From an optimization exercise on the open Yosys and OpenROAD flow, aimed at small area; shortcuts taken in it are not production practice.
In this exercise RTL edits were held to simulation tests only and were not proved equivalent to the original.
No run shown here takes its clock network from TritonCTS; it comes from the design's own scripts or RTL.
No driver is modelled on the clock port, so clock power and skew are understated where the tree is cut down; a real chip needs a root buffer or a tree.
Power is estimated from default activity; no workload was simulated.

<file path="flow/design.v">
`timescale 1ns / 1ps
module delayN
	#(parameter NDELAY = 4)
	(clk,in,out);
   input clk;
   input in;
   output out;
   reg [NDELAY-1:0] shiftreg;
   wire 	    out = shiftreg[NDELAY-1];
   always @(posedge clk)
     shiftreg <= {shiftreg[NDELAY-2:0],in};
endmodule  
`timescale 1ns / 1ps
module vga_writer (
   input vclock,
   input reset,
   input [11:0] location,
   input [4:0] orientation,
   input [11:0] target_location,
   input new_data,
   input orientation_ready,
   input [10:0] hcount,
   input [9:0]  vcount,
   input hsync,
   input vsync,
   input blank,
   output phsync,
   output pvsync,
   output pblank,
   output [23:0] pixel
   );
   delayN #(.NDELAY(5)) hdelay (.clk(vclock),.in(hsync),.out(phsync));
   delayN #(.NDELAY(5)) vdelay (.clk(vclock),.in(vsync),.out(pvsync));
   delayN #(.NDELAY(5)) bdelay (.clk(vclock),.in(blank),.out(pblank));
   function [15:0] add16;
      input [15:0] a;
      input [15:0] b;
      input cin;
      integer i;
      reg c;
      begin
         c = cin;
         for (i = 0; i < 16; i = i + 1) begin
            add16[i] = a[i] ^ b[i] ^ c;
            c = (a[i] & b[i]) | (a[i] & c) | (b[i] & c);
         end
      end
   endfunction
   function ltu16;
      input [15:0] a;
      input [15:0] b;
      integer i;
      reg c;
      begin
         c = 1'b0;
         for (i = 0; i < 16; i = i + 1)
            c = (~a[i] & b[i]) | (~(a[i] ^ b[i]) & c);
         ltu16 = c;
      end
   endfunction
   function [17:0] p2c;      
      input [11:0] loc;
      reg [7:0] r;
      reg [1:0] c;
      reg sw, xn, c1, c2, c3, nz;
      reg [15:0] p9, p66, o1, o2, t, hi;
      reg [7:0] lo;
      begin
         r = loc[7:0];
         xn   = ((loc[11:8] == 4'd7) | (loc[11:8] == 4'd8) | (loc[11:8] == 4'd9) | (loc[11:8] == 4'd10) | (loc[11:8] == 4'd11) | (loc[11:8] == 4'd12));
         sw   = ((loc[11:8] == 4'd4) | (loc[11:8] == 4'd5) | (loc[11:8] == 4'd6) | (loc[11:8] == 4'd7) | (loc[11:8] == 4'd8));
         c[0] = ((loc[11:8] == 4'd1) | (loc[11:8] == 4'd3) | (loc[11:8] == 4'd5) | (loc[11:8] == 4'd7) | (loc[11:8] == 4'd9) | (loc[11:8] == 4'd11));
         c[1] = (loc[11:8] == 4'd2) | (loc[11:8] == 4'd3) | (loc[11:8] == 4'd4) |
                (loc[11:8] == 4'd8) | (loc[11:8] == 4'd9) | (loc[11:8] == 4'd10);
         c1 = ~c[1] & c[0];
         c2 = c[1] & ~c[0];
         c3 = c[1] & c[0];
         p9  = add16({5'b0, r, 3'b0}, {8'b0, r}, 1'b0);
         p66 = add16({2'b0, r, 6'b0}, {7'b0, r, 1'b0}, 1'b0);
         o1  = c[0] ? p9 : (c2 ? {7'b0, r, 1'b0} : 16'd0);
         o2  = c3 ? p66 : (c2 ? {3'b0, r, 5'b0} : 16'd0);
         t   = add16(o1, o2, 1'b0);
         nz  = |t[7:0];
         hi  = add16({8'b0, r}, ~{8'b0, t[15:8]}, ~nz);
         lo  = c3 ? hi[7:0] : (c2 ? {2'b0, r[7:2]} : (c1 ? p66[15:8] : 8'd0));
         p2c = {1'b0, xn, sw ? lo : hi[7:0], sw ? hi[7:0] : lo};
      end
   endfunction
   reg [11:0] tloc;
   reg        nrxs;
   reg [7:0]  nrxv;
   reg [7:0]  nry;
   reg        rrst;    
   wire [17:0] pc  = p2c(vsync ? tloc : location);
   wire        pxs = ~pc[16];                     
   wire [7:0]  pxv = pc[15:8] ^ {8{pxs}};
   always @(posedge vclock) begin
      if (reset) begin
         rrst <= 1'b1;
         nrxs <= 1'b1;
         nrxv <= 8'hFF;
         nry  <= 8'hFF;
      end else if (!vsync && (new_data | orientation_ready)) begin
         rrst <= 1'b0;
         nrxs <= ~pxs;
         nrxv <= ~pxv;
         nry  <= ~pc[7:0];
      end
      if (!reset && !vsync) tloc <= target_location;
   end
   wire       rxs = ~nrxs;
   wire [7:0] rxv = ~nrxv;
   wire [7:0] ry  = ~nry;
   wire [15:0] hh = add16({6'b0, hcount[10:1]}, 16'hFF04, 1'b0);
   wire [15:0] vv = add16({7'b0, vcount[9:1]}, 16'hFF03, vcount[0]);
   wire [15:0] tz = add16(hh, {{8{pxs}}, pxv}, pxs);
   wire [15:0] tw = add16(vv, {8'b0, pc[7:0]}, 1'b0);
   wire tsq = (tz[15:3] == 13'd0) & (tw[15:3] == 13'd0);
   wire [15:0] rz = add16(hh, {{8{rxs}}, rxv}, rxs);
   wire [15:0] rw = add16(vv, {8'b0, ry}, 1'b0);
   wire rsq = (rz[15:3] == 13'd0) & (rw[15:3] == (rrst ? 13'd8 : 13'd0));
   wire [2:0] wl = rw[2:0];
   wire [3:0] dx = {~rz[2], rz[1:0], hcount[0]};
   wire [3:0] dy = {wl[2], ~wl[1:0], vcount[0]};
   function [3:0] ab;    
      input [3:0] v;
      begin
         ab[0] = ((v == 4'd1) | (v == 4'd3) | (v == 4'd5) | (v == 4'd7) | (v == 4'd9) | (v == 4'd11) | (v == 4'd13) | (v == 4'd15));
         ab[1] = ((v == 4'd2) | (v == 4'd3) | (v == 4'd6) | (v == 4'd7) | (v == 4'd9) | (v == 4'd10) | (v == 4'd13) | (v == 4'd14));
         ab[2] = ((v == 4'd4) | (v == 4'd5) | (v == 4'd6) | (v == 4'd7) | (v == 4'd9) | (v == 4'd10) | (v == 4'd11) | (v == 4'd12));
         ab[3] = ((v == 4'd8));
      end
   endfunction
   wire [3:0] adx = ab(dx);
   wire [3:0] ady = ab(dy);
   wire [4:0] qa;    
   assign qa[0] = ((orientation == 5'd1) | (orientation == 5'd3) | (orientation == 5'd5) | (orientation == 5'd7) | (orientation == 5'd9) | (orientation == 5'd11) | (orientation == 5'd13) | (orientation == 5'd15) | (orientation == 5'd17) | (orientation == 5'd19) | (orientation == 5'd21) | (orientation == 5'd23) | (orientation == 5'd25) | (orientation == 5'd27) | (orientation == 5'd29) | (orientation == 5'd31));
   assign qa[1] = ((orientation == 5'd2) | (orientation == 5'd3) | (orientation == 5'd6) | (orientation == 5'd9) | (orientation == 5'd10) | (orientation == 5'd14) | (orientation == 5'd15) | (orientation == 5'd18) | (orientation == 5'd21) | (orientation == 5'd22) | (orientation == 5'd26) | (orientation == 5'd27) | (orientation == 5'd30));
   assign qa[2] = ((orientation == 5'd4) | (orientation == 5'd5) | (orientation == 5'd6) | (orientation == 5'd7) | (orientation == 5'd8) | (orientation == 5'd16) | (orientation == 5'd17) | (orientation == 5'd18) | (orientation == 5'd19) | (orientation == 5'd20) | (orientation == 5'd28) | (orientation == 5'd29) | (orientation == 5'd30) | (orientation == 5'd31));
   assign qa[3] = ((orientation == 5'd7) | (orientation == 5'd8) | (orientation == 5'd9) | (orientation == 5'd10) | (orientation == 5'd11) | (orientation == 5'd12) | (orientation == 5'd19) | (orientation == 5'd20) | (orientation == 5'd21) | (orientation == 5'd22) | (orientation == 5'd23) | (orientation == 5'd24) | (orientation == 5'd31));
   assign qa[4] = ((orientation == 5'd13) | (orientation == 5'd14) | (orientation == 5'd15) | (orientation == 5'd16) | (orientation == 5'd17) | (orientation == 5'd18) | (orientation == 5'd19) | (orientation == 5'd20) | (orientation == 5'd21) | (orientation == 5'd22) | (orientation == 5'd23) | (orientation == 5'd24));
   wire [1:0] quad = qa[4:3];
   wire [2:0] ang  = qa[2:0];
   wire on_line = ({ang, adx, ady} == 11'd16) |
                  ({ang, adx, ady} == 11'd32) |
                  ({ang, adx, ady} == 11'd48) |
                  ({ang, adx, ady} == 11'd64) |
                  ({ang, adx, ady} == 11'd80) |
                  ({ang, adx, ady} == 11'd96) |
                  ({ang, adx, ady} == 11'd112) |
                  ({ang, adx, ady} == 11'd128) |
                  ({ang, adx, ady} == 11'd256) |
                  ({ang, adx, ady} == 11'd257) |
                  ({ang, adx, ady} == 11'd258) |
                  ({ang, adx, ady} == 11'd272) |
                  ({ang, adx, ady} == 11'd273) |
                  ({ang, adx, ady} == 11'd274) |
                  ({ang, adx, ady} == 11'd288) |
                  ({ang, adx, ady} == 11'd289) |
                  ({ang, adx, ady} == 11'd290) |
                  ({ang, adx, ady} == 11'd304) |
                  ({ang, adx, ady} == 11'd305) |
                  ({ang, adx, ady} == 11'd306) |
                  ({ang, adx, ady} == 11'd320) |
                  ({ang, adx, ady} == 11'd321) |
                  ({ang, adx, ady} == 11'd322) |
                  ({ang, adx, ady} == 11'd323) |
                  ({ang, adx, ady} == 11'd336) |
                  ({ang, adx, ady} == 11'd337) |
                  ({ang, adx, ady} == 11'd338) |
                  ({ang, adx, ady} == 11'd339) |
                  ({ang, adx, ady} == 11'd352) |
                  ({ang, adx, ady} == 11'd353) |
                  ({ang, adx, ady} == 11'd354) |
                  ({ang, adx, ady} == 11'd355) |
                  ({ang, adx, ady} == 11'd368) |
                  ({ang, adx, ady} == 11'd369) |
                  ({ang, adx, ady} == 11'd370) |
                  ({ang, adx, ady} == 11'd371) |
                  ({ang, adx, ady} == 11'd384) |
                  ({ang, adx, ady} == 11'd385) |
                  ({ang, adx, ady} == 11'd386) |
                  ({ang, adx, ady} == 11'd387) |
                  ({ang, adx, ady} == 11'd388) |
                  ({ang, adx, ady} == 11'd512) |
                  ({ang, adx, ady} == 11'd513) |
                  ({ang, adx, ady} == 11'd514) |
                  ({ang, adx, ady} == 11'd528) |
                  ({ang, adx, ady} == 11'd529) |
                  ({ang, adx, ady} == 11'd530) |
                  ({ang, adx, ady} == 11'd544) |
                  ({ang, adx, ady} == 11'd545) |
                  ({ang, adx, ady} == 11'd546) |
                  ({ang, adx, ady} == 11'd547) |
                  ({ang, adx, ady} == 11'd560) |
                  ({ang, adx, ady} == 11'd561) |
                  ({ang, adx, ady} == 11'd562) |
                  ({ang, adx, ady} == 11'd563) |
                  ({ang, adx, ady} == 11'd576) |
                  ({ang, adx, ady} == 11'd577) |
                  ({ang, adx, ady} == 11'd578) |
                  ({ang, adx, ady} == 11'd579) |
                  ({ang, adx, ady} == 11'd580) |
                  ({ang, adx, ady} == 11'd592) |
                  ({ang, adx, ady} == 11'd593) |
                  ({ang, adx, ady} == 11'd594) |
                  ({ang, adx, ady} == 11'd595) |
                  ({ang, adx, ady} == 11'd596) |
                  ({ang, adx, ady} == 11'd609) |
                  ({ang, adx, ady} == 11'd610) |
                  ({ang, adx, ady} == 11'd611) |
                  ({ang, adx, ady} == 11'd612) |
                  ({ang, adx, ady} == 11'd613) |
                  ({ang, adx, ady} == 11'd626) |
                  ({ang, adx, ady} == 11'd627) |
                  ({ang, adx, ady} == 11'd628) |
                  ({ang, adx, ady} == 11'd629) |
                  ({ang, adx, ady} == 11'd630) |
                  ({ang, adx, ady} == 11'd642) |
                  ({ang, adx, ady} == 11'd643) |
                  ({ang, adx, ady} == 11'd644) |
                  ({ang, adx, ady} == 11'd645) |
                  ({ang, adx, ady} == 11'd646) |
                  ({ang, adx, ady} == 11'd768) |
                  ({ang, adx, ady} == 11'd785) |
                  ({ang, adx, ady} == 11'd802) |
                  ({ang, adx, ady} == 11'd819) |
                  ({ang, adx, ady} == 11'd836) |
                  ({ang, adx, ady} == 11'd853) |
                  ({ang, adx, ady} == 11'd870) |
                  ({ang, adx, ady} == 11'd887) |
                  ({ang, adx, ady} == 11'd904) |
                  ({ang, adx, ady} == 11'd1024) |
                  ({ang, adx, ady} == 11'd1025) |
                  ({ang, adx, ady} == 11'd1026) |
                  ({ang, adx, ady} == 11'd1040) |
                  ({ang, adx, ady} == 11'd1041) |
                  ({ang, adx, ady} == 11'd1042) |
                  ({ang, adx, ady} == 11'd1043) |
                  ({ang, adx, ady} == 11'd1057) |
                  ({ang, adx, ady} == 11'd1058) |
                  ({ang, adx, ady} == 11'd1059) |
                  ({ang, adx, ady} == 11'd1060) |
                  ({ang, adx, ady} == 11'd1061) |
                  ({ang, adx, ady} == 11'd1075) |
                  ({ang, adx, ady} == 11'd1076) |
                  ({ang, adx, ady} == 11'd1077) |
                  ({ang, adx, ady} == 11'd1078) |
                  ({ang, adx, ady} == 11'd1079) |
                  ({ang, adx, ady} == 11'd1092) |
                  ({ang, adx, ady} == 11'd1093) |
                  ({ang, adx, ady} == 11'd1094) |
                  ({ang, adx, ady} == 11'd1095) |
                  ({ang, adx, ady} == 11'd1096) |
                  ({ang, adx, ady} == 11'd1110) |
                  ({ang, adx, ady} == 11'd1111) |
                  ({ang, adx, ady} == 11'd1112) |
                  ({ang, adx, ady} == 11'd1128) |
                  ({ang, adx, ady} == 11'd1280) |
                  ({ang, adx, ady} == 11'd1281) |
                  ({ang, adx, ady} == 11'd1282) |
                  ({ang, adx, ady} == 11'd1283) |
                  ({ang, adx, ady} == 11'd1284) |
                  ({ang, adx, ady} == 11'd1296) |
                  ({ang, adx, ady} == 11'd1297) |
                  ({ang, adx, ady} == 11'd1298) |
                  ({ang, adx, ady} == 11'd1299) |
                  ({ang, adx, ady} == 11'd1300) |
                  ({ang, adx, ady} == 11'd1301) |
                  ({ang, adx, ady} == 11'd1302) |
                  ({ang, adx, ady} == 11'd1303) |
                  ({ang, adx, ady} == 11'd1315) |
                  ({ang, adx, ady} == 11'd1316) |
                  ({ang, adx, ady} == 11'd1317) |
                  ({ang, adx, ady} == 11'd1318) |
                  ({ang, adx, ady} == 11'd1319) |
                  ({ang, adx, ady} == 11'd1320) |
                  ({ang, adx, ady} == 11'd1335) |
                  ({ang, adx, ady} == 11'd1336) |
                  ({ang, adx, ady} == 11'd1537) |
                  ({ang, adx, ady} == 11'd1538) |
                  ({ang, adx, ady} == 11'd1539) |
                  ({ang, adx, ady} == 11'd1540) |
                  ({ang, adx, ady} == 11'd1541) |
                  ({ang, adx, ady} == 11'd1542) |
                  ({ang, adx, ady} == 11'd1543) |
                  ({ang, adx, ady} == 11'd1544) |
                  ({ang, adx, ady} == 11'd1808) |
                  ({ang, adx, ady} == 11'd1824) |
                  ({ang, adx, ady} == 11'd1840) |
                  ({ang, adx, ady} == 11'd1856) |
                  ({ang, adx, ady} == 11'd1872) |
                  ({ang, adx, ady} == 11'd1888) |
                  ({ang, adx, ady} == 11'd1904) |
                  ({ang, adx, ady} == 11'd1920);
   wire dx0 = (dx == 4'd0);
   wire dy0 = (dy == 4'd0);
   wire xle = dx[3] | dx0;
   wire xge = ~dx[3];
   wire yle = dy[3] | dy0;
   wire yge = ~dy[3];
   reg right_q;
   always @(*) begin
      case (quad)
         2'd1: right_q = xle & yge;
         2'd2: right_q = xle & yle;
         2'd3: right_q = xge & yle;
         default: right_q = xge & yge;
      endcase
   end
   wire [1:0] ob = !rsq ? 2'b00 : ((right_q & on_line) ? 2'b10 : 2'b01);
   wire oob = ltu16(16'd771, {5'b0, hcount}) | ltu16({5'b0, hcount}, 16'd253) |
              ltu16({6'b0, vcount}, 16'd253) | ltu16(16'd515, {6'b0, vcount});
   wire brd = ~ltu16({5'b0, hcount}, 16'd768) | ltu16({5'b0, hcount}, 16'd257) |
              ltu16({6'b0, vcount}, 16'd257) | ~ltu16({6'b0, vcount}, 16'd512);
   wire       neg = ~hcount[9];
   wire [7:0] u   = hcount[7:0] ^ {8{neg}};       
   wire [7:0] v   = vcount[7:0];                  
   wire [7:0] yc  = ~v;                           
   wire [15:0] e45 = add16({8'b0, u}, {8'b0, v}, neg);
   wire l45 = (e45 == 16'd255) | (e45 == 16'd256) | (e45 == 16'd257);
   wire [15:0] s17 = add16({4'b0, u, 4'b0}, {8'b0, u}, 1'b0);
   wire [15:0] s17n = add16(s17, {9'b0, neg, 1'b0, neg, 4'b0}, 1'b0);
   wire [15:0] e15 = add16({9'b0, s17n[12:6]}, {8'b0, v}, 1'b0);
   wire l15 = (e15 == 16'd255) | (e15 == 16'd256) | (e15 == 16'd257);
   wire ulo = ~u[7] & ~(u[6] & (u[5] | u[4] | u[3]));
   wire [15:0] t75 = add16({9'h1FF, ~u[6:0]}, {11'b0, neg, 2'b0, neg, 1'b1}, 1'b0);
   wire [15:0] s75 = add16({5'b0, u[6:0], 4'b0}, t75, 1'b0);
   wire [15:0] e75 = add16({6'b0, s75[11:2]}, {8'b0, v}, 1'b0);
   wire l75 = ulo & ~ltu16(e75, 16'd253) & ltu16(e75, 16'd260);
   function arcp;
      input [7:0] uu;
      input n;
      input [7:0] yy;
      input [7:0] m;
      input [7:0] ye;
      arcp = (uu == (n ? m - 8'd1 : m)) && (yy == ye - 8'd1);
   endfunction
   wire arc = arcp(u, neg, yc, 8'd224, 8'd16) | arcp(u, neg, yc, 8'd192, 8'd16) |
              arcp(u, neg, yc, 8'd160, 8'd16) | arcp(u, neg, yc, 8'd144, 8'd128) |
              arcp(u, neg, yc, 8'd128, 8'd144) | arcp(u, neg, yc, 8'd88, 8'd40) |
              arcp(u, neg, yc, 8'd40, 8'd88) | arcp(u, neg, yc, 8'd16, 8'd160) |
              arcp(u, neg, yc, 8'd16, 8'd192) | arcp(u, neg, yc, 8'd16, 8'd224);
   wire gb = ~oob & (brd | l15 | l45 | l75 | arc);
   reg [3:0] gp;
   reg [1:0] op1, op2, op3, op4;
   always @(posedge vclock) begin
      gp  <= {gp[2:0], gb};
      op1 <= ob;
      op2 <= op1;
      op3 <= op2;
      op4 <= op3;
   end
   reg [2:0] tp;       
   reg [2:0] rp;       
   reg [2:0] col;      
   reg [2:0] pix;
   wire rR = orientation_ready ? op4[1] : rp[2];
   wire rB = orientation_ready & op4[0];
   wire g4 = gp[3];
   wire t4 = tp[2];
   always @(posedge vclock) begin
      if (!reset && vsync) begin
         tp  <= {tp[1:0], tsq};
         rp  <= {rp[1:0], rsq};
         col <= {rR | (~rB & ~t4 & g4), t4 | (~rR & ~rB & g4), rB | (~rR & ~t4 & g4)};
         pix <= col;
      end
   end
   assign pixel = {{8{pix[2]}}, {8{pix[1]}}, {8{pix[0]}}};
endmodule
</file>
<file path="flow/flow/run.sh">
#!/bin/bash
# Layout flow: the standard flow (standard.sh) with three changes.
# 1. Synthesis is ORFS's own synthesis script with the full-adder extraction
#    step off (ADDER_MAP_FILE empty, no Kogge-Stone adder map) and abc run with
#    an area script (flow/abc_deep.script: four rounds of &deepsyn, then amap
#    area mapping), so the arithmetic is optimised together with the logic
#    around it. Registers are inferred, mapped and named exactly as in the
#    standard synthesis.
# 2. Port buffers are the smallest buffer cell (buf_1) instead of the default.
# 3. Clock tree: flow/cts.tcl is ORFS's cts.tcl with clock_tree_synthesis
#    replaced by four clkbuf_8, one per quadrant of the registers, each at
#    the centre of its registers and fed from the clock port; the rest of the
#    step (placement legalisation, timing repair) is unchanged.
# Each step's full output goes to its own log here (synth.log, layout.log);
# ORFS's per-step logs are under orfs/logs.
set -euo pipefail
W=$(pwd)
mkdir -p "$W/syn_scripts" "$W/lay_scripts"
for f in "$FLOW_HOME"/scripts/*; do
  ln -sf "$f" "$W/syn_scripts/"
  ln -sf "$f" "$W/lay_scripts/"
done
rm -f "$W/syn_scripts/abc_area.script" "$W/lay_scripts/cts.tcl"
cp "$W/flow/abc_deep.script" "$W/syn_scripts/abc_area.script"
cp "$W/flow/cts.tcl" "$W/lay_scripts/cts.tcl"
SCRIPTS_DIR="$W/syn_scripts" ADDER_MAP_FILE= SYNTH_OPERATIONS_ARGS=-noshare ABC_AREA=1 \
  bash standard.sh synth > "$W/synth.log" 2>&1
SCRIPTS_DIR="$W/lay_scripts" FLOW_CLK_GROUPS=4 FLOW_CLK_BUF=sky130_fd_sc_hd__clkbuf_8 \
BUFFER_PORTS_ARGS="-buffer_cell sky130_fd_sc_hd__buf_1" \
  bash standard.sh > "$W/layout.log" 2>&1
</file>
<file path="flow/flow/abc_deep.script">
strash
&get -n
&deepsyn -T 60 -S 1
&deepsyn -T 60 -S 2
&deepsyn -T 60 -S 3
&deepsyn -T 60 -S 4
&put
dch
amap
topo
</file>
<file path="flow/flow/cts.tcl">
utl::set_metrics_stage "cts__{}"
source $::env(SCRIPTS_DIR)/load.tcl
source $::env(SCRIPTS_DIR)/lec_check.tcl
erase_non_stage_variables cts
load_design 3_place.odb 3_place.sdc
source_step_tcl PRE CTS

# Clone clock tree inverters next to register loads
# so cts does not try to buffer the inverted clocks.
repair_clock_inverters

proc save_progress { stage } {
  puts "Run 'make gui_$stage.odb' to load progress snapshot"
  orfs_write_db $::env(RESULTS_DIR)/$stage.odb
  orfs_write_sdc $::env(RESULTS_DIR)/$stage.sdc
}

# Run CTS
set cts_args [list \
  -sink_clustering_enable \
  -repair_clock_nets]

append_env_var cts_args CTS_BUF_DISTANCE -distance_between_buffers 1
append_env_var cts_args CTS_CLUSTER_SIZE -sink_clustering_size 1
append_env_var cts_args CTS_CLUSTER_DIAMETER -sink_clustering_max_diameter 1
append_env_var cts_args CTS_BUF_LIST -buf_list 1
append_env_var cts_args CTS_LIB_NAME -library 1


if { [env_var_exists_and_non_empty CTS_ARGS] } {
  set cts_args $::env(CTS_ARGS)
}

set_dont_use $::env(DONT_USE_CELLS)

# The clock tree: the registers are split into FLOW_CLK_GROUPS groups (2 or 4:
# halves by x, then by y) and each group gets one buffer at its centre, fed
# from the clock port (instead of clock_tree_synthesis).
proc my_clock_buffers {} {
  set groups $::env(FLOW_CLK_GROUPS)
  set mname $::env(FLOW_CLK_BUF)
  set block [ord::get_db_block]
  set clk_port_net [[$block findBTerm vclock] getNet]
  $clk_port_net setSigType CLOCK
  set master [[ord::get_db] findMaster $mname]
  set sinks {}
  foreach iterm [$clk_port_net getITerms] {
    set loc [[$iterm getInst] getLocation]
    lappend sinks [list $iterm [lindex $loc 0] [lindex $loc 1]]
  }
  # split by x into two halves, then (for 4 groups) each half by y
  set sinks [lsort -integer -index 1 $sinks]
  set h [expr {[llength $sinks] / 2}]
  set parts [list [lrange $sinks 0 [expr {$h - 1}]] [lrange $sinks $h end]]
  if {$groups == 4} {
    set p4 {}
    foreach p $parts {
      set p [lsort -integer -index 2 $p]
      set q [expr {[llength $p] / 2}]
      lappend p4 [lrange $p 0 [expr {$q - 1}]] [lrange $p $q end]
    }
    set parts $p4
  }
  set k 0
  foreach p $parts {
    set buf [odb::dbInst_create $block $master clkbuf_leaf_$k]
    set net [odb::dbNet_create $block clknet_leaf_$k]
    $net setSigType CLOCK
    set sx 0
    set sy 0
    foreach s $p {
      set iterm [lindex $s 0]
      set sx [expr {$sx + [lindex $s 1]}]
      set sy [expr {$sy + [lindex $s 2]}]
      $iterm disconnect
      $iterm connect $net
    }
    [$buf findITerm A] connect $clk_port_net
    [$buf findITerm X] connect $net
    $buf setLocation [expr {$sx / [llength $p]}] [expr {$sy / [llength $p]}]
    $buf setPlacementStatus PLACED
    puts "my_clock_buffers: $mname clkbuf_leaf_$k drives [llength $p] clock pins"
    incr k
  }
}
my_clock_buffers

utl::push_metrics_stage "cts__{}__pre_repair_timing"
log_cmd estimate_parasitics -placement
if { $::env(DETAILED_METRICS) } {
  report_metrics 4 "cts pre-repair-timing"
}
utl::pop_metrics_stage

set_placement_padding -global \
  -left $::env(CELL_PAD_IN_SITES_DETAIL_PLACEMENT) \
  -right $::env(CELL_PAD_IN_SITES_DETAIL_PLACEMENT)

set result [catch { detailed_placement } msg]
if { $result != 0 } {
  save_progress 4_1_error
  error "Detailed placement failed in CTS: $msg"
}

log_cmd estimate_parasitics -placement

if { $::env(CTS_SNAPSHOTS) } {
  save_progress 4_1_pre_repair_hold_setup
}

if { !$::env(SKIP_CTS_REPAIR_TIMING) } {
  if { $::env(EQUIVALENCE_CHECK) } {
    write_eqy_verilog 4_before_rsz.v
  }
  if { $::env(LEC_CHECK) } {
    write_lec_verilog 4_before_rsz_lec.v
  }

  repair_timing_helper

  if { $::env(EQUIVALENCE_CHECK) } {
    run_equivalence_test
  }
  if { $::env(LEC_CHECK) } {
    write_lec_verilog 4_after_rsz_lec.v
    run_lec_test 4_rsz 4_before_rsz_lec.v 4_after_rsz_lec.v
  }

  set result [catch { detailed_placement } msg]
  if { $result != 0 } {
    save_progress 4_1_error
    error "Detailed placement failed in CTS: $msg"
  }

  check_placement -verbose
}

report_metrics 4 "cts final"

source_step_tcl POST CTS

orfs_write_db $::env(RESULTS_DIR)/4_1_cts.odb
orfs_write_sdc $::env(RESULTS_DIR)/4_cts.sdc
</file>
<file path="flow/standard.sh">
#!/bin/bash
# synth_recipe.tcl (not shown) runs the flow's synth.tcl, then flattens the netlist and writes it again
# the make line also repeats each setting of config.mk as NAME=value (left out here)
make -C /OpenROAD-flow-scripts/flow DESIGN_CONFIG=/design/flow/config.mk WORK_HOME=/design/flow/orfs CLKGATE_MAP_FILE= SYNTH_SCRIPT=/design/flow/synth_recipe.tcl "${@:-finish}"
</file>
<file path="flow/config.mk">
export PLATFORM = sky130hd
export DESIGN_NAME = vga_writer
export DESIGN_NICKNAME = vga_writer
export VERILOG_FILES = /design/flow/design.v
export SDC_FILE = /design/flow/constraint.sdc
export NUM_CORES = 4
export LEC_CHECK = 0
export CAP_MARGIN = 20
export CORE_MARGIN = 2
export CORE_UTILIZATION = 65
export SLEW_MARGIN = 20
</file>
<file path="flow/constraint.sdc">
create_clock -name core_clock -period 12.0 [get_ports {vclock}]
set_input_delay 2.4000 -clock core_clock [delete_from_list [all_inputs] [get_ports {vclock}]]
set_output_delay 2.4000 -clock core_clock [all_outputs]
set_load 0.01 [all_outputs]
</file>
==> summary.txt, run 1 <==
- In the final timing run, aggregate negative setup slack is 0 ns.
- After detailed routing, the number of remaining DRC violations is 0.
- The post-route fraction of the period consumed by the critical path is 0.802.
- The non-filler instance count after layout is 1095.
- The final hold violation count is 0.
- Max-cap violations in this run came to 0.
- By startpoint and endpoint, the worst setup path is classified as in -> reg.
- The die is 99.7 um wide.
- After synthesis the cells add up to 5960 sq um.
- Hold repair after CTS inserted 0 buffers.
- Summed over all cells, the static leakage comes to 2.14 nW.
- The routed length per instance is 15.6 um.
- During placement, the flow inserted port buffers numbering 83.
- For this design, the slowest cell found on the critical path is sky130_fd_sc_hd__o22ai_1.
- The worst stage delay on the critical path is 0.60 ns.
- The library cell appearing most often on the critical path is sky130_fd_sc_hd__nor2_1.
- The detail route stage leaves a number of antenna-violating nets equal to 0.
- The number of synthesis warnings is 2.
- The final RePlAce weighted congestion is 1.01.
- The length of the first detailed-routing pass in iterations is 7.
- The total overflow left after global routing is 0.
- Setup violations remaining at the end of the flow were counted as 0.
- For this block, the via count after detailed routing is 7129.
- Detailed placement ended at an HPWL of 13600 um.
- The leading register cell type out of synthesis is sky130_fd_sc_hd__dfxtp_1.
- On the critical path the largest part of the delay comes from compound AO/OA/AOI/OAI gates.
- Setup repair after global routing left no endpoint under its margin.
- The placement row count is 34.
- Entering global routing, the biggest net connects 19 pins.
- Data on the critical path is required at its endpoint by 12.03 ns.
- The die footprint is 9950 sq um.
- Hold is met by 0.330 ns.
- The minimum setup slack in the final design is 2.37 ns.
- The maximum ir drop on the vdd rail is 0.0000673 V.
- The sequential element share of the synthesized area is 0.272.
- The clock slew at the register clock pins of the worst setup and hold paths is 0.10 ns.
- The fill cell instance count of the final layout is 731.
- The initial core utilization is 0.676.
- The post-CTS setup-driven buffer insertion count is 0.
- In this run the tightest slew margin relative to its limit is 0.373.
- The number of global-route vias before repair came to 6308.
- In the final layout, the share of cells above drive strength 1 is 0.00709.
- Synthesis inferred 69 register bits.
- The critical path endpoint category is a register.
- The routed design has 17100 um of wire.
- Dividing the detail-routed via count by the number of cells gives 6.51.
- The total buffers and inverters traversed by the critical path is 4.
- The standard cell core area is 8810 sq um.
- After synthesis, the mean cell area works out to 6.49 sq um.
- For the pin with the worst max-slew slack, the measured transition is 0.937 ns.
- The cell count after placement is 1091.
- In the final design database the tool counted 1046 nets.
- After synthesis, the netlist uses 50 different library cells.
- Counting flops with a built-in enable in the synthesized netlist gives 24.
- The area overhead of the layout relative to synthesis is 6.15%.
- The async set or reset register ratio after synthesis is 0.
- From bottom edge to top edge, the die measures 99.7 um.
- The flow ran to the end and the layout has no timing, DRC or antenna violations.
- The clock reaches the later pin of the worst-skew pair after 0.17 ns.
- The overall track demand over capacity in global routing is 0.331.
- The tightest min-delay check is of the reg -> reg type.
- The count of pins over their slew limit is 0.
- The sequential standard cell area is 1620 sq um.
- After layout, the minimum clock period comes to 9.63 ns.
- The top cell types in the final layout, fill and taps aside, are 172 x sky130_fd_sc_hd__nor2_1, 113 x sky130_fd_sc_hd__o21ai_0, 108 x sky130_fd_sc_hd__nand2_1.
- 0 antenna diodes ended up in the layout.
- Of all nets on the critical path, the largest fanout is 17.
- The number of nets handed over by synthesis was 975.
- The synthesized netlist cell count is 918.
- The clock arrives with 0.0182 ns of skew.
- Static timing analysis puts the maximum clock frequency at 104 MHz.
- STA classifies the critical path startpoint as an input port.
- Leaving out fill and tap cells, the most frequent cell in the layout is sky130_fd_sc_hd__nor2_1.
- After the first detailed-routing iteration, the DRC count stood at 637.
- At the worst endpoint, the arrival time is 9.66 ns.
- The initial antenna violation count is 0.
- Dividing total power by cell area gives a power density of 119 nW/um^2.
- The area used by multi-input combinational logic is 3820 sq um.
- Once the clock tree was built, the resizer swapped 0 gates to a different size.
- The count of boundary I/O pins is 84.
- At the placement stage, the worst setup path has a slack of 2.47 ns.
- The first-pass GRT wire length is 27900 um.
per-stage QoR:
stage | utilization | power [W] | instance area, sq um
after global routing | 0.718 | 0.000809 | 6320
after CTS | 0.718 | 0.000727 | 6320
after floorplan | - | 0.000570 | 5960
after global placement | 0.712 | 0.000641 | 6270
after detailed placement | 0.712 | 0.000659 | 6270
final | 0.718 | 0.000756 | 6320
power breakdown:
part           switching, W  internal [W]  leakage, nW
registers        0.00000965      0.000257        0.601
logic              0.000270      0.000134         1.51
clock network     0.0000539     0.0000309       0.0288
total              0.000334      0.000422         2.14
layout make-up:
| type | instances | area share |
|---|---|---|
| multi-input combinational | 734 | 0.605 |
| sequential | 69 | 0.256 |
| tap | 108 | 0.0214 |
| buffer | 4 | 0.00871 |
| timing repair buffer | 86 | 0.0528 |
| inverter | 94 | 0.0558 |
path summary, 6_finish.rpt:
kind	start	endpoint	slack [ns]	cells after the start
hold / removal	op2[1]$_DFF_P_	op3[1]$_DFF_P_	0.33	0
setup / recovery	vsync	tp[0]$_DFFE_PP_	2.37	39
hold reg to reg	op2[1]$_DFF_P_	op3[1]$_DFF_P_	0.33	0
setup reg to reg	tloc[4]$_DFFE_PP_	tp[0]$_DFFE_PP_	5.31	37
sequential cells by signal, summed over array words and instances (netlist names):
signal and flops:
nry 8, pix 3, tloc 12, gp 4
op4 2, tp 3, col 3, nrxv 8
op2 2, hdelay.shiftreg 5, bdelay.shiftreg 5, rp 3
rrst 1, op1 2, nrxs 1, vdelay.shiftreg 5
op3 2
layer usage:
layer  vias up  share of wire  track usage  wire length, um
met1      3121           0.40        0.424             6820
li1       3484              -            -                -
met3        72           0.10       0.0253             1790
met5         -              0            0                0
met4         0          0.036       0.0991              610
met2       452           0.46        0.595             7900
cell usage after synthesis (all sizes together), types with 6 or more instances:
master   instances  share of area
a22oi           14          0.018
nand3           10         0.0084
a31oi           10          0.011
edfxtp          24           0.12
nand2          108          0.068
o22a            15          0.022
dfxtp           45           0.15
or2             12          0.013
clkinv          94          0.059
nor2           172           0.11
o21ai          113          0.095
nor3            25          0.021
a21oi           79          0.066
o22ai           55          0.058
o2111ai          6         0.0088
buf             21          0.026
nor4             9         0.0095
o21a            27          0.034
nor2b           11          0.012
a21o             7         0.0088
logic make-up (layout without fill, tap and decap cells):
family / after synthesis / in the layout / synth area share
AO/OA/AOI/OAI: 364 / 364 / 0.376
XOR/XNOR: 1 / 1 / 0.00147
buffers and inverters: 115 / 184 / 0.0857
flip-flops: 69 / 69 / 0.272
AND/OR/NAND/NOR: 369 / 369 / 0.265
==> run 2, diff against run 1 <==
--- a/flow/design.v
+++ b/flow/design.v
@@ -90,6 +90,5 @@
    reg        nrxs;
    reg [7:0]  nrxv;
-   reg [7:0]  nry;
-   reg        rrst;    
+   reg [8:0]  nry;
    wire [17:0] pc  = p2c(vsync ? tloc : location);
    wire        pxs = ~pc[16];                     
@@ -97,13 +96,11 @@
    always @(posedge vclock) begin
       if (reset) begin
-         rrst <= 1'b1;
          nrxs <= 1'b1;
          nrxv <= 8'hFF;
-         nry  <= 8'hFF;
+         nry  <= ~9'h1C0;
       end else if (!vsync && (new_data | orientation_ready)) begin
-         rrst <= 1'b0;
          nrxs <= ~pxs;
          nrxv <= ~pxv;
-         nry  <= ~pc[7:0];
+         nry  <= ~{1'b0, pc[7:0]};
       end
       if (!reset && !vsync) tloc <= target_location;
@@ -111,5 +108,5 @@
    wire       rxs = ~nrxs;
    wire [7:0] rxv = ~nrxv;
-   wire [7:0] ry  = ~nry;
+   wire [8:0] ry  = ~nry;
    wire [15:0] hh = add16({6'b0, hcount[10:1]}, 16'hFF04, 1'b0);
    wire [15:0] vv = add16({7'b0, vcount[9:1]}, 16'hFF03, vcount[0]);
@@ -118,6 +115,6 @@
    wire tsq = (tz[15:3] == 13'd0) & (tw[15:3] == 13'd0);
    wire [15:0] rz = add16(hh, {{8{rxs}}, rxv}, rxs);
-   wire [15:0] rw = add16(vv, {8'b0, ry}, 1'b0);
-   wire rsq = (rz[15:3] == 13'd0) & (rw[15:3] == (rrst ? 13'd8 : 13'd0));
+   wire [15:0] rw = add16(vv, {{7{ry[8]}}, ry}, 1'b0);
+   wire rsq = (rz[15:3] == 13'd0) & (rw[15:3] == 13'd0);
    wire [2:0] wl = rw[2:0];
    wire [3:0] dx = {~rz[2], rz[1:0], hcount[0]};
==> run 2 against run 1 <==
  * Still clean on timing, DRC and antenna
  * Setup slack got worse by 0.95 ns
  * Die area rose by 0.28%
  * Final cell count barely moved
  * Register-to-register slack got worse by 0.84 ns
  * Combinational power barely moved
  * Via count rose by 0.95%
  * Design area barely moved
  * Hold slack barely moved
  * Fmax fell by 9.0%
  * Synthesized cell count rose by 0.11%
  * Critical path type unchanged
  * Critical endpoint unchanged
==> summary.txt, run 2 <==
- Result of the run: complete, no violations (unchanged).
- The count of port buffers added during placement is 83 (unchanged).
- The peak fanout along the critical path is 17 (unchanged).
- The final HPWL from detailed placement is 13900 um (was 13600 um).
- List of most frequent post-synthesis cells: 175 x sky130_fd_sc_hd__nor2_1, 111 x sky130_fd_sc_hd__o21ai_0, 102 x sky130_fd_sc_hd__nand2_1 (was 172 x sky130_fd_sc_hd__nor2_1, 113 x sky130_fd_sc_hd__o21ai_0, 108 x sky130_fd_sc_hd__nand2_1).
- The standard cell core area is 8810 sq um (unchanged).
- The arrival time of data at the critical path endpoint is 10.62 ns (was 9.66 ns).
- The static power due to leakage is 2.13 nW (was 2.14 nW).
- The final RePlAce weighted congestion was 1.03 (was 1.01).
- The leading register cell type out of synthesis is sky130_fd_sc_hd__dfxtp_1 (unchanged).
- The clock latency of the later-clocked register in the worst-skew pair was 0.17 ns (about the same).
- The clock slew at the register clock pins of the worst setup and hold paths is 0.10 ns (about the same).
- The maximum operating frequency is 94.5 MHz (was 104 MHz).
- The minimum clock period after layout is 10.58 ns (was 9.63 ns).
- The critical path launch point type is an input port (unchanged).
- The fill cell instance count of the final layout is 719 (was 731).
- Highest-count cells in the layout ignoring fill and taps: 175 x sky130_fd_sc_hd__nor2_1, 111 x sky130_fd_sc_hd__o21ai_0, 102 x sky130_fd_sc_hd__nand2_1 (was 172 x sky130_fd_sc_hd__nor2_1, 113 x sky130_fd_sc_hd__o21ai_0, 108 x sky130_fd_sc_hd__nand2_1).
- The overall routed net length is 17500 um (was 17100 um).
- The synthesized cell area was 5970 sq um (was 5960 sq um).
- The worst-margin pin slew is 1.01 ns (was 0.937 ns).
- The share of the synthesized area in the top cell type was 0.151 (about the same).
- The synthesized netlist cell count is 919 (was 918).
- The top layer used by detailed routing is met4 (unchanged).
- The most frequently used cell type in the post-synthesis netlist was sky130_fd_sc_hd__nor2_1 (unchanged).
- The number of global-route vias before repair is 6336 (was 6308).
- The die footprint was 9970 sq um (was 9950 sq um).
- The area overhead of the layout relative to synthesis is 5.88% (was 6.15%).
- The sequential element share of the synthesized area is 0.271 (was 0.272).
- Unrepaired setup endpoints after global routing: no (unchanged).
- The total routed wire length on the met1 layer was 7000 um (was 6820 um).
- The wire length on met3 is 1940 um (was 1790 um).
- The number of distinct library cells after synthesis came to 49 (was 50).
- The total via count after detailed routing is 7197 (was 7129).
- The cell type of the slowest stage on the worst timing path is sky130_fd_sc_hd__clkinv_1 (was sky130_fd_sc_hd__o22ai_1).
- The placement row count was 34 (unchanged).
- The required time of the worst setup path came to 12.04 ns (was 12.03 ns).
- The startpoint-to-endpoint class of the critical path is in -> reg (unchanged).
- The DRC marker count from the first detailed-route iteration came to 608 (was 637).
- The worst clock skew was 0.0143 ns (was 0.0182 ns).
- The final hold violation count is 0 (unchanged).
- The non-filler instance count after layout was 1094 (was 1095).
- The maximum ir drop on the vdd rail is 0.0000658 V (was 0.0000673 V).
- The cell taking the most area after synthesis is sky130_fd_sc_hd__dfxtp_1 (unchanged).
- The cell count after placement is 1090 (was 1091).
- The count of nets after finishing is 1045 (was 1046).
- Synth area leaders: sky130_fd_sc_hd__dfxtp_1 15%, sky130_fd_sc_hd__edfxtp_1 12%, sky130_fd_sc_hd__nor2_1 11% (unchanged).
- The count of max-cap constraint violations is 0 (unchanged).
- The count of instances resized after the clock tree is built was 0 (unchanged).
- The met2 routed wirelength is 7930 um (was 7900 um).
- The number of flip-flops under the largest register name came to 12 (unchanged).
- The most common cell after layout, fill and taps aside is sky130_fd_sc_hd__nor2_1 (unchanged).
- The count of boundary I/O pins is 84 (unchanged).
- The cell area power density is 119 nW/um^2 (about the same).
- The per-cell via count in the routed design is 6.58 (was 6.51).
- The count of hold buffers inserted by post-cts repair is 0 (unchanged).
- The diode insertion count for antenna repair is 0 (unchanged).
- The overall track demand over capacity in global routing came to 0.338 (was 0.331).
- The total congestion overflow after global routing is 0 (unchanged).
- The post-CTS setup-driven buffer insertion count came to 0 (unchanged).
- The final standard cell utilization of the core came to 0.718 (about the same).
- The length of the first detailed-routing pass in iterations was 6 (was 7).
- The register-to-register setup slack came to 4.47 ns (was 5.31 ns).
- The critical path endpoint category is a register (unchanged).
- The post-route antenna net violation count is 0 (unchanged).
- The number of flops mapped to enable cells by yosys is 24 (unchanged).
- The class of the worst hold path is reg -> reg (unchanged).
- The number of synthesis warnings was 2 (unchanged).
- The final setup violation count was 0 (unchanged).
- The routed length per instance is 16.0 um (was 15.6 um).
- The pin count of the biggest net entering global routing came to 19 (unchanged).
- The initial core utilization came to 0.678 (was 0.676).
- The average cell area after synthesis is 6.50 sq um (was 6.49 sq um).
- The first-pass GRT wire length was 28500 um (was 27900 um).
- The total negative slack was 0 ns (unchanged).
- The initial antenna violation count is 0 (unchanged).
- The post-synthesis sequential element count was 69 (unchanged).
- The relative slew slack is 0.325 (was 0.373).
- The register with the most flip-flops is tloc (unchanged).
- The worst slack on hold paths is 0.330 ns (about the same).
- The async set or reset register ratio after synthesis is 0 (unchanged).
- The total buffers and inverters traversed by the critical path came to 4 (unchanged).
- The post-route fraction of the period consumed by the critical path is 0.882 (was 0.802).
- The count of pins over their slew limit is 0 (unchanged).
- The fraction of layout instances using a drive strength above 1 is 0.00507 (was 0.00709).
- The vertical extent of the die was 99.9 um (was 99.7 um).
- The width of the die is 99.9 um (was 99.7 um).
- Largest registers: tloc x12, nry x9, nrxv x8 (was tloc x12, nrxv x8, nry x8).
- The kind of cell adding the most delay to the critical path is compound AO/OA/AOI/OAI gates (unchanged).
- The power after layout came to 0.000756 W (about the same).
- The net count after synthesis is 976 (was 975).
- The total DRC errors in the routed layout is 0 (unchanged).
- The worst stage delay on the critical path is 0.54 ns (was 0.60 ns).
-- run 2: cell count changes in the layout (fill, tap and decap cells not counted), sizes merged, moves of 4 or more --
cell,change
nand2,-6
nor3,-6
a31oi,+5
nand3,+9
o2111ai,-4
o221ai,+5
a21oi,+5
o21a,-6
-- run 2: routing by layer --
layer / GRT usage / vias up
met2: 0.585 / 494
met1: 0.444 / 3118
li1: - / 3501
met3: 0.0425 / 84
met5: 0 / -
met4: 0.0991 / 0
-- run 2: path summary, 6_finish.rpt --
| kind | from | end | cells past startpoint |
|---|---|---|---|
| worst max-delay path | vsync | tp[0]$_DFFE_PP_ | 39 |
| worst max register to register | tloc[11]$_DFFE_PP_ | tp[0]$_DFFE_PP_ | 37 |
| worst min register to register | gp[2]$_DFF_P_ | gp[3]$_DFF_P_ | 0 |
| worst min-delay path | gp[2]$_DFF_P_ | gp[3]$_DFF_P_ | 0 |
-- run 2: per-stage QoR --
step / area, sq um / setup WS (ns)
finish: 6330 / 1.42
detailed placement: 6270 / 1.56
global placement: 6270 / 2.21
global route: 6330 / 0.731
floorplan: 5970 / 3.57
CTS: 6330 / 1.57
-- run 2: cells by family (layout without fill, tap and decap cells) --
family                 after synthesis  in the layout  share of synthesized area
AO/OA/AOI/OAI                      370            370                      0.382
XOR/XNOR                             2              2                    0.00293
buffers and inverters              115            182                     0.0854
flip-flops                          69             69                      0.271
AND/OR/NAND/NOR                    363            363                      0.259
-- run 2: final cells by class --
| cell class | count | area [sq um] | area share |
|---|---|---|---|
| buffer | 4 | 55.1 | 0.00870 |
| sequential | 69 | 1620 | 0.256 |
| inverter | 94 | 353 | 0.0558 |
| multi-input combinational | 735 | 3840 | 0.607 |
| timing repair buffer | 84 | 319 | 0.0504 |
| tap | 108 | 135 | 0.0214 |
-- run 2: power by group --
part,internal [W],switching [W]
Combinational,0.000132,0.000270
Clock,0.0000310,0.0000557
Sequential,0.000258,0.00000949

[port drivers added, routing unchanged]
How much do the figures lean on ideal ports? The routed layouts below were timed once more, with nothing changed but the port constraints. Step 1 assumes that a clkbuf_16 drives the clock port and a buf_2 every other input. Step 2, shift: input delay + t, output delay - t, t = (earliest + latest rising clock arrival at the registers) / 2. This alone moves slack from input paths to output paths. Three values: ideal, step 1, step 2; two values: the first two.
| run | t, ns | slack for setup (ns) | hold slack, ns | worst setup path at the end | worst data-port slew with drivers (ns) |
|---|---|---|---|---|---|
| run 1 | 0.210 | 2.373 / 2.396 / 2.186 | 0.330 / 0.330 / 0.330 | input to register | 0.04 |
| run 2 | 0.227 | 1.420 / 1.463 / 1.236 | 0.330 / 0.330 / 0.330 | input to register | 0.04 |
After both steps setup and hold are still met in every run listed. The setup slack of run 1, which loses most, moves by +0.023 ns with the drivers and by -0.187 ns with both steps.
